What follows belongs to an exercise in optimizing a design on an open flow for a short achievable clock period and few clock cycles; a production flow would make more cautious choices. Only simulation tests tie the RTL to the original design; equivalence was not proved. The flow treats the clock pin as an ideal source. Dropping or thinning the clock tree relies on that and would not hold on a real chip.

the reference run:
// arm
module arm (
    input  logic        clk, rst,
    input  logic [31:0] Instr,
    input  logic [31:0] ReadData,
    output logic [31:0] WriteData,
    output logic [31:0] PC, ALUResult,
    output logic        MemWrite
);
    logic [29:0] PCF;
    logic [3:0]       btb_v;
    logic [3:0][7:0]  btb_tag;    
    logic [3:0][9:0]  btb_tgt;    
    logic [31:0] InstrD;
    logic [29:0] PCD, PCD4, PCD8;     
    logic        validD;
    logic        validE;
    logic [3:0]  CondE;
    logic        RegWriteE, MemtoRegE, SubE, AndE, OrrE;
    logic        FlagNZE, FlagCVE;
    logic [3:0]  WA3E;
    logic [31:0] SrcAE, SrcBE;
    logic        FwdAE;                   
    logic        FwdBE, FwdBpE, FwdBnE;   
    logic [3:0]  FlagsReg;                
    logic [31:0] MemAddrE, WDataE;        
    logic        MemWrE;
    logic [31:0] ResM;
    logic [3:0]  WA3M;
    logic        RegWriteM;
    assign PC        = {PCF, 2'b00};
    assign ALUResult = MemAddrE;
    assign WriteData = WDataE;
    assign MemWrite  = MemWrE;
    logic rstq;
    always_ff @(posedge clk) rstq <= rst;
    function automatic logic cond_pass(input logic [3:0] c, input logic [3:0] f);
        logic n, z, cf, v;
        {n, z, cf, v} = f;
        case (c)
            4'h0: cond_pass = z;
            4'h1: cond_pass = ~z;
            4'h2: cond_pass = cf;
            4'h3: cond_pass = ~cf;
            4'h4: cond_pass = n;
            4'h5: cond_pass = ~n;
            4'h6: cond_pass = v;
            4'h7: cond_pass = ~v;
            4'h8: cond_pass = cf & ~z;
            4'h9: cond_pass = ~cf | z;
            4'hA: cond_pass = ~(n ^ v);
            4'hB: cond_pass = n ^ v;
            4'hC: cond_pass = ~z & ~(n ^ v);
            4'hD: cond_pass = z | (n ^ v);
  ...
Size in the first run: roughly 4600 cells after synthesis, roughly 160 I/O pins, ~56000 sq um of cells after synthesis.
clock: 16.0 ns
lec_check: 0
abc_clock_period_in_ps: 4000
cap_margin: 20
core_margin: 2
core_utilization: 40
slew_margin: 20
standard.sh (not shown) runs the stock make flow with config.mk's settings and CLKGATE_MAP_FILE= SYNTH_SCRIPT=/design/flow/synth_recipe.tcl, a recipe that flattens the netlist after the stock synthesis.
==> flow/flow/run.sh <==
#!/bin/bash
# The standard ORFS layout (standard.sh), with four changes:
# - repair_timing is asked to leave SETUP_SLACK_MARGIN ns of setup slack
#   beyond the clock period, so that gates on the critical paths are sized and
#   buffered for speed;
# - it may swap a cell for one of another footprint (MATCH_CELL_FOOTPRINT=0),
#   so that slow port buffers can be replaced;
# - synthesis leaves adders to ABC as plain logic (ADDER_MAP_FILE empty),
#   instead of mapping them to the library's full- and half-adder cells,
#   whose carry chains ABC cannot restructure; registers are unchanged;
# - the clock tree is a balanced two-level tree built by flow/mycts.tcl
#   (hooked in with PRE_CTS_TCL) instead of TritonCTS's three-level tree.
# The clock, the SDC, the floorplan, power grid and every other step are
# unchanged. standard.sh's output goes to standard.log; each ORFS step's own
# log is under orfs/logs/.
set -euo pipefail
export SETUP_SLACK_MARGIN="${MARGIN:-11.9}"
export PRE_CTS_TCL="$PWD/flow/cts_hook.tcl"
bash standard.sh MATCH_CELL_FOOTPRINT=0 ADDER_MAP_FILE= finish > standard.log 2>&1
Other scripts of this flow, unchanged in this note and not shown: flow/flow/cts_hook.tcl, flow/flow/mycts.tcl
The reference run ran to completion and came out clean on the timing, design-rule and antenna checks.
Testbench counts of the reference run, summed over its fixed seeds: cycles 32,721.
Here is what was changed in the inputs of the trial run compared with the reference run.
==> flow/flow/run.sh <==
#!/bin/bash
# The standard ORFS layout (standard.sh), with three changes:
# - repair_timing is asked to leave SETUP_SLACK_MARGIN ns of setup slack
#   beyond the clock period, so that gates on the critical paths are sized and
#   buffered for speed;
# - it may swap a cell for one of another footprint (MATCH_CELL_FOOTPRINT=0),
#   so that slow port buffers can be replaced;
# - the clock tree is a balanced two-level tree built by flow/mycts.tcl
#   (hooked in with PRE_CTS_TCL) instead of TritonCTS's three-level tree.
# The clock, the SDC, the floorplan, power grid and every other step are
# unchanged. standard.sh's output goes to standard.log; each ORFS step's own
# log is under orfs/logs/.
set -euo pipefail
export SETUP_SLACK_MARGIN="${MARGIN:-12.5}"
export PRE_CTS_TCL="$PWD/flow/cts_hook.tcl"
bash standard.sh MATCH_CELL_FOOTPRINT=0 finish > standard.log 2>&1
Notes after the runs:
- [the trial run] total area of multi-input combinational cells rose about 3% relative to the reference run
- The reference run → the trial run: remaining design rule violation count did not really move; average cell area after synthesis went up.
- The higher number of ordinary inverters in the final layout came out of the trial run.
- Fraction of met1 tracks used by global routing, the reference run and the trial run, lower one = the reference run.
- Headroom to the max-slew limit, the reference run and the trial run: smaller value in the reference run
- The net total in the final layout in the reference run is 0.941 times that in the trial run.
- The reference run → the trial run: buffering stage count on the worst path with inverters included lower, weighted congestion reported at the end of routability-driven placement lower, largest stage delay on the critical path higher.
In every run of this note, the design's own scripts or RTL, not TritonCTS, make the clock network.

-- static timing again, ports no longer ideal --
No port has a modelled driver above. Below, the same layouts with a new extraction and two added sets of constraints. Step 1, drivers: a clkbuf_16 drives clk and a buf_2 each remaining input, both assumed. Step 2 moves the port delays by t, midway between the first and last clock arrival at a register: inputs arrive t later, outputs are due t later. That takes back most of the time a late clock gives input paths. Three values: ideal ports, drivers, drivers and shift; two values: the first two.
run | shift t [ns] | setup slack, ns | worst setup path after step 2 | latest minus earliest clock arrival (ns) | slew at the worst register clock pin (ns)
the reference run | 0.633 | 11.742 / 11.571 / 11.375 | input to register | 0.043 / 0.043 | 0.10 / 0.10
the trial run | 0.622 | 11.651 / 11.488 / 11.732 | register to register | 0.072 / 0.072 | 0.11 / 0.11
After both steps every run listed still meets setup and hold. The setup slack of the reference run, which loses most, moves by -0.171 ns with the drivers and by -0.367 ns with both steps.
